What follows belongs to an exercise in optimizing a design on an open flow for small area; a production flow would make more cautious choices. Power and IR drop assume default switching activity.

==> v8 <==
==> flow/design.v (excerpt) <==
module motor_driver_wrapper (
input PCLK,
input PRESERN,
input PSEL,
input PENABLE,
output wire PREADY,
output wire PSLVERR,
input PWRITE,
input [31:0] PADDR,
input wire [31:0] PWDATA,
output wire [31:0] PRDATA,
output wire [3:0] pulseX,
output wire [3:0] pulseY,
output wire [3:0] LED,
output wire [1:0] motionstateY
);
==> module motor_driver_wrapper, before the edit <==
module motor_driver_wrapper (
input PCLK,
input PRESERN,
input PSEL,
input PENABLE,
output wire PREADY,
output wire PSLVERR,
input PWRITE,
input [31:0] PADDR,
input wire [31:0] PWDATA,
output wire [31:0] PRDATA,
output wire [3:0] pulseX,
output wire [3:0] pulseY,
output wire [3:0] LED,
output wire [1:0] motionstateY
);
reg [1:0] DIRX;
reg [1:0] DIRY;
assign PREADY = 1'b1;
assign PSLVERR = 1'b0;
assign PRDATA = 32'b0;
wire WRITE_EN = PSEL & PENABLE & PWRITE;
always @(posedge PCLK) begin
	if (WRITE_EN && PADDR[3:2] == 2'b00) DIRX <= PWDATA[1:0];
	else if (~PRESERN) DIRX <= 2'b11;
	if (WRITE_EN && PADDR[3:2] == 2'b01) DIRY <= PWDATA[1:0];
	else if (~PRESERN) DIRY <= 2'b11;
end
assign LED = {DIRY[0], DIRY[1], DIRX[0], DIRX[1]};
wire [1:0] msX;
motor_axis #(.PW(8), .PRE(250), .KW(8), .KSTART(200), .KMAX(48)) ax (
	.clock(PCLK), .reset(PRESERN), .dir(DIRX), .pulse(pulseX), .ms(msX));
motor_axis #(.PW(7), .PRE(125), .KW(9), .KSTART(400), .KMAX(136)) ay (
	.clock(PCLK), .reset(PRESERN), .dir(DIRY), .pulse(pulseY), .ms(motionstateY));
endmodule
==> module motor_axis, before the edit <==
module motor_axis #(parameter PW = 8, PRE = 250, KW = 8, KSTART = 200, KMAX = 48) (
	input clock,
	input reset,
	input [1:0] dir,
	output wire [3:0] pulse,
	output reg [1:0] ms
);
localparam STOP = 2'b00, ACCEL = 2'b01, RUN = 2'b10, DECEL = 2'b11;
reg [PW-1:0] b;
reg [KW-1:0] a;
reg [KW-1:0] k;
reg pclk;
reg [1:0] prevdir;
reg on, x, y;
wire bz = (b == 0);
wire bw = (b == PRE-1);
wire trig = bz && (a == k);
wire rise = trig && ~pclk;
wire clr = trig | ~reset;
always @(posedge clock) begin
	if (clr) begin
		b <= 0;
		a <= 0;
	end else if (bw) begin
		b <= 0;
		a <= a + 1'b1;
	end else begin
		b <= b + 1'b1;
	end
	if (~reset) pclk <= 1'b0;
	else if (trig) pclk <= ~pclk;
end
reg [1:0] nms;
always @* begin
	case (ms)
	STOP:  nms = (dir[0] ^ dir[1]) ? ACCEL : STOP;
	ACCEL: nms = (k == KMAX) ? RUN : (prevdir != dir) ? DECEL : ACCEL;
	RUN:   nms = (prevdir != dir) ? DECEL : RUN;
	default: nms = (k == KSTART) ? STOP : DECEL;
	endcase
end
wire decel = (ms == DECEL);
wire back = (dir == 2'b01) | (decel & (dir != 2'b11));
wire fwd = (dir == 2'b10) & ~decel;
always @(posedge clock) begin
	if (~reset) begin
		ms <= STOP;
		k <= KSTART;
		prevdir <= 2'b11;
		on <= 1'b0;
	end else if (rise) begin
		ms <= nms;
		case (ms)
		STOP:  k <= KSTART;
		ACCEL: k <= k - 1'b1;
		RUN:   k <= KMAX;
		default: k <= k + 1'b1;
		endcase
		prevdir <= dir;
		on <= (ms != STOP);
	end
end
always @(posedge clock) begin
	if (reset && rise) begin
		if (~on) begin
			x <= 1'b1;
			y <= 1'b1;
		end else if (back) begin
			x <= y;
			y <= ~x;
		end else if (fwd) begin
			x <= ~y;
			y <= x;
		end
	end
end
assign pulse = on ? {x, ~x, ~y, y} : 4'b0000;
endmodule
Settings: LEC_CHECK=0, CAP_MARGIN=20, CORE_MARGIN=2, CORE_UTILIZATION=40, SLEW_MARGIN=20; clock period 10.0 ns.
run.sh (not shown) runs the stock make flow with config.mk's settings and CLKGATE_MAP_FILE= SYNTH_SCRIPT=/design/flow/synth_recipe.tcl, a recipe that flattens the netlist after the stock synthesis.
==> inputs of v18, as changes to v8 <==
==> flow/design.v (replaced) <==
module motor_driver_wrapper (
input PCLK,
input PRESERN,
input PSEL,
input PENABLE,
output wire PREADY,
output wire PSLVERR,
input PWRITE,
input [31:0] PADDR,
input wire [31:0] PWDATA,
output wire [31:0] PRDATA,
output wire [3:0] pulseX,
output wire [3:0] pulseY,
output wire [3:0] LED,
output wire [1:0] motionstateY
);
reg [1:0] DIRX;
reg [1:0] DIRY;
assign PREADY = 1'b1;
assign PSLVERR = 1'b0;
assign PRDATA = 32'b0;
wire WRITE_EN = PSEL & PENABLE & PWRITE;
always @(posedge PCLK) begin
	if (WRITE_EN && PADDR[3:2] == 2'b00) DIRX <= PWDATA[1:0];
	else if (~PRESERN) DIRX <= 2'b11;
	if (WRITE_EN && PADDR[3:2] == 2'b01) DIRY <= PWDATA[1:0];
	else if (~PRESERN) DIRY <= 2'b11;
end
assign LED = {DIRY[0], DIRY[1], DIRX[0], DIRX[1]};
wire [1:0] msX;
motor_axis_X ax (.clock(PCLK), .reset(PRESERN), .dir(DIRX), .pulse(pulseX), .ms(msX));
motor_axis_Y ay (.clock(PCLK), .reset(PRESERN), .dir(DIRY), .pulse(pulseY), .ms(motionstateY));
endmodule
module motor_axis_X (
	input clock,
	input reset,
	input [1:0] dir,
	output wire [3:0] pulse,
	output reg [1:0] ms
);
localparam STOP = 2'b00, ACCEL = 2'b01, RUN = 2'b10, DECEL = 2'b11;
localparam [8-1:0] BTAPS = 8'b10001110, S0 = 8'b11001111;
localparam [8-1:0] KTAPS = 8'b10001110, A0 = 8'b00010011, KSTART = 8'b00001000, KRUN = 8'b00000101;
reg [8-1:0] b;
reg [8-1:0] a;
reg [8-1:0] k;
reg pclk;
reg [1:0] prevdir;
reg on, x, y;
wire bz = (b[1] & b[2] & b[3] & ~b[4] & ~b[5] & b[6] & b[7]);           
wire bw = (b[0] & b[1] & b[2] & ~b[3] & ~b[4] & b[5] & b[6]);           
wire trig = bz & (a == k);
wire rise = trig & ~pclk;
wire clr = trig | ~reset;
wire [8-1:0] kup = {k[8-2:0], ^(k & KTAPS)};
wire [8-1:0] kdn = {k[0] ^ ^(k[8-1:1] & KTAPS[8-2:0]), k[8-1:1]};
reg [8-1:0] knext;
always @* begin
	case (ms)
	STOP:  knext = KSTART;
	ACCEL: knext = kdn;
	RUN:   knext = KRUN;
	default: knext = kup;
	endcase
end
always @(posedge clock) begin
	if (clr) b <= S0;
	else b <= {b[8-2:0], ^(b & BTAPS) ^ bw};
	if (clr) a <= A0;
	else if (bw) a <= {a[6:0], ^(a & KTAPS)};
	if (~reset) pclk <= 1'b0;
	else if (trig) pclk <= ~pclk;
end
reg [1:0] nms;
always @* begin
	case (ms)
	STOP:  nms = (dir[0] ^ dir[1]) ? ACCEL : STOP;
	ACCEL: nms = (k[0] & ~k[1] & ~k[4] & ~k[5] & ~k[7]) ? RUN : (prevdir != dir) ? DECEL : ACCEL;
	RUN:   nms = (prevdir != dir) ? DECEL : RUN;
	default: nms = (~k[1] & ~k[2] & ~k[4] & ~k[5] & ~k[7]) ? STOP : DECEL;
	endcase
end
wire decel = (ms == DECEL);
wire back = (dir == 2'b01) | (decel & (dir != 2'b11));
wire fwd = (dir == 2'b10) & ~decel;
always @(posedge clock) begin
	if (~reset) begin
		ms <= STOP;
		k <= KSTART;
		prevdir <= 2'b11;
		on <= 1'b0;
	end else if (rise) begin
		ms <= nms;
		k <= knext;
		prevdir <= dir;
		on <= (ms != STOP);
	end
end
always @(posedge clock) begin
	if (reset & rise) begin
		if (~on) begin
			x <= 1'b1;
			y <= 1'b1;
		end else if (back) begin
			x <= y;
			y <= ~x;
		end else if (fwd) begin
			x <= ~y;
			y <= x;
		end
	end
end
assign pulse = on ? {x, ~x, ~y, y} : 4'b0000;
endmodule
module motor_axis_Y (
	input clock,
	input reset,
	input [1:0] dir,
	output wire [3:0] pulse,
	output reg [1:0] ms
);
localparam STOP = 2'b00, ACCEL = 2'b01, RUN = 2'b10, DECEL = 2'b11;
localparam [7-1:0] BTAPS = 7'b1000001, S0 = 7'b1010100;
localparam [9-1:0] KTAPS = 9'b100001000, A0 = 9'b000000011, KSTART = 9'b101011010, KRUN = 9'b010001000;
reg [7-1:0] b;
reg [9-1:0] a;
reg [9-1:0] k;
reg pclk;
reg [1:0] prevdir;
reg on, x, y;
wire bz = (~b[1] & b[2] & ~b[3] & b[4] & ~b[5] & b[6]);           
wire bw = (~b[0] & b[1] & ~b[2] & b[3] & ~b[4] & b[5]);           
wire trig = bz & (a == k);
wire rise = trig & ~pclk;
wire clr = trig | ~reset;
wire [9-1:0] kup = {k[9-2:0], ^(k & KTAPS)};
wire [9-1:0] kdn = {k[0] ^ ^(k[9-1:1] & KTAPS[9-2:0]), k[9-1:1]};
reg [9-1:0] knext;
always @* begin
	case (ms)
	STOP:  knext = KSTART;
	ACCEL: knext = kdn;
	RUN:   knext = KRUN;
	default: knext = kup;
	endcase
end
always @(posedge clock) begin
	if (clr) b <= S0;
	else b <= {b[7-2:0], ^(b & BTAPS) ^ bw};
	if (clr) a <= A0;
	else if (bw) a <= {a[7:0], ^(a & KTAPS)};
	if (~reset) pclk <= 1'b0;
	else if (trig) pclk <= ~pclk;
end
reg [1:0] nms;
always @* begin
	case (ms)
	STOP:  nms = (dir[0] ^ dir[1]) ? ACCEL : STOP;
	ACCEL: nms = (~k[0] & ~k[1] & ~k[2] & ~k[4] & ~k[5] & ~k[6]) ? RUN : (prevdir != dir) ? DECEL : ACCEL;
	RUN:   nms = (prevdir != dir) ? DECEL : RUN;
	default: nms = (~k[0] & k[1] & ~k[2] & k[3] & k[4] & ~k[5]) ? STOP : DECEL;
	endcase
end
wire decel = (ms == DECEL);
wire back = (dir == 2'b01) | (decel & (dir != 2'b11));
wire fwd = (dir == 2'b10) & ~decel;
always @(posedge clock) begin
	if (~reset) begin
		ms <= STOP;
		k <= KSTART;
		prevdir <= 2'b11;
		on <= 1'b0;
	end else if (rise) begin
		ms <= nms;
		k <= knext;
		prevdir <= dir;
		on <= (ms != STOP);
	end
end
always @(posedge clock) begin
	if (reset & rise) begin
		if (~on) begin
			x <= 1'b1;
			y <= 1'b1;
		end else if (back) begin
			x <= y;
			y <= ~x;
		end else if (fwd) begin
			x <= ~y;
			y <= x;
		end
	end
end
assign pulse = on ? {x, ~x, ~y, y} : 4'b0000;
endmodule
--- a/flow/config.mk
+++ b/flow/config.mk
@@ -9,3 +9,6 @@
 export CORE_MARGIN = 2
 export CORE_UTILIZATION = 40
+export CTS_BUF_LIST = sky130_fd_sc_hd__clkbuf_16
+export CTS_CLUSTER_DIAMETER = 500
+export CTS_CLUSTER_SIZE = 100
 export SLEW_MARGIN = 20
==> run summary <==
- The die covers 10000 um^2.
- For met1 alone, demand over resource in global routing was 0.184.
- For the worst setup path, the data arrival time is 1780 ps.
- The flow ran to the end and the layout has no timing, DRC or antenna violations.
- The minimum setup slack after placement is 6340 ps.
- After synthesis, the most frequently instantiated cells are sky130_fd_sc_hd__dfxtp_1 (61), sky130_fd_sc_hd__nand2_1 (54), sky130_fd_sc_hd__buf_4 (35), sky130_fd_sc_hd__mux2i_1 (35), sky130_fd_sc_hd__xnor2_1 (30).
- The count of cell types in the netlist is 51.
- The layout contains a multi-input combinational cell count of 306.
- For this run, global-route usage on met2 was measured as 0.223.
- The part of the total power dissipated in sequential elements is 0.471.
- The share of total power in the clock network is 0.476.
- In the final layout, the share of cells above drive strength 1 is 0.0545.
- The area growth from synthesis to layout is 10.6%.
-- figures above: v18

==> run summary <==
- The run finished with no timing, DRC or antenna violations.
- Data on the critical path arrives at its endpoint at 1720 ps.
- The layout multi-input combinational cell count is 423.
- The share of total power dissipated in the clock network is 0.442.
- From synthesis to final layout, the design area changed by 7.54%.
- The count of cell types in the netlist is 64.
- The minimum setup slack after placement is 6040 ps.
- The die footprint is 11800 um^2.
- The met1 track utilization from global routing is 0.209.
-- figures above: v8

No run of this note included a check of the RTL's function; only the layout flow was run.

==> afterwards: timing with drivers on the ports <==
No port has a modelled driver above. Below, the same layouts with a new extraction and two added sets of constraints. Step 1 sets driving cells, clkbuf_16 on the clock port and buf_2 on the other inputs (assumed; they add their load-dependent delay and slew). Step 2 moves the port delays by t, midway between the first and last clock arrival at a register: inputs arrive t later, outputs are due t later. That takes back most of the time a late clock gives input paths. Slacks: no drivers / after step 1 / after step 2; pairs: no drivers / after step 1.
run | t (ns) | setup WS [ns] | worst data-port slew with drivers (ns)
v8 | 0.373 | 6.280 / 6.248 / 6.024 | 0.06
v18 | 0.354 | 6.218 / 6.183 / 6.337 | 0.04
After both steps setup and hold are still met in every run listed. The setup slack of v8, which loses most, moves by -0.032 ns with the drivers and by -0.256 ns with both steps.
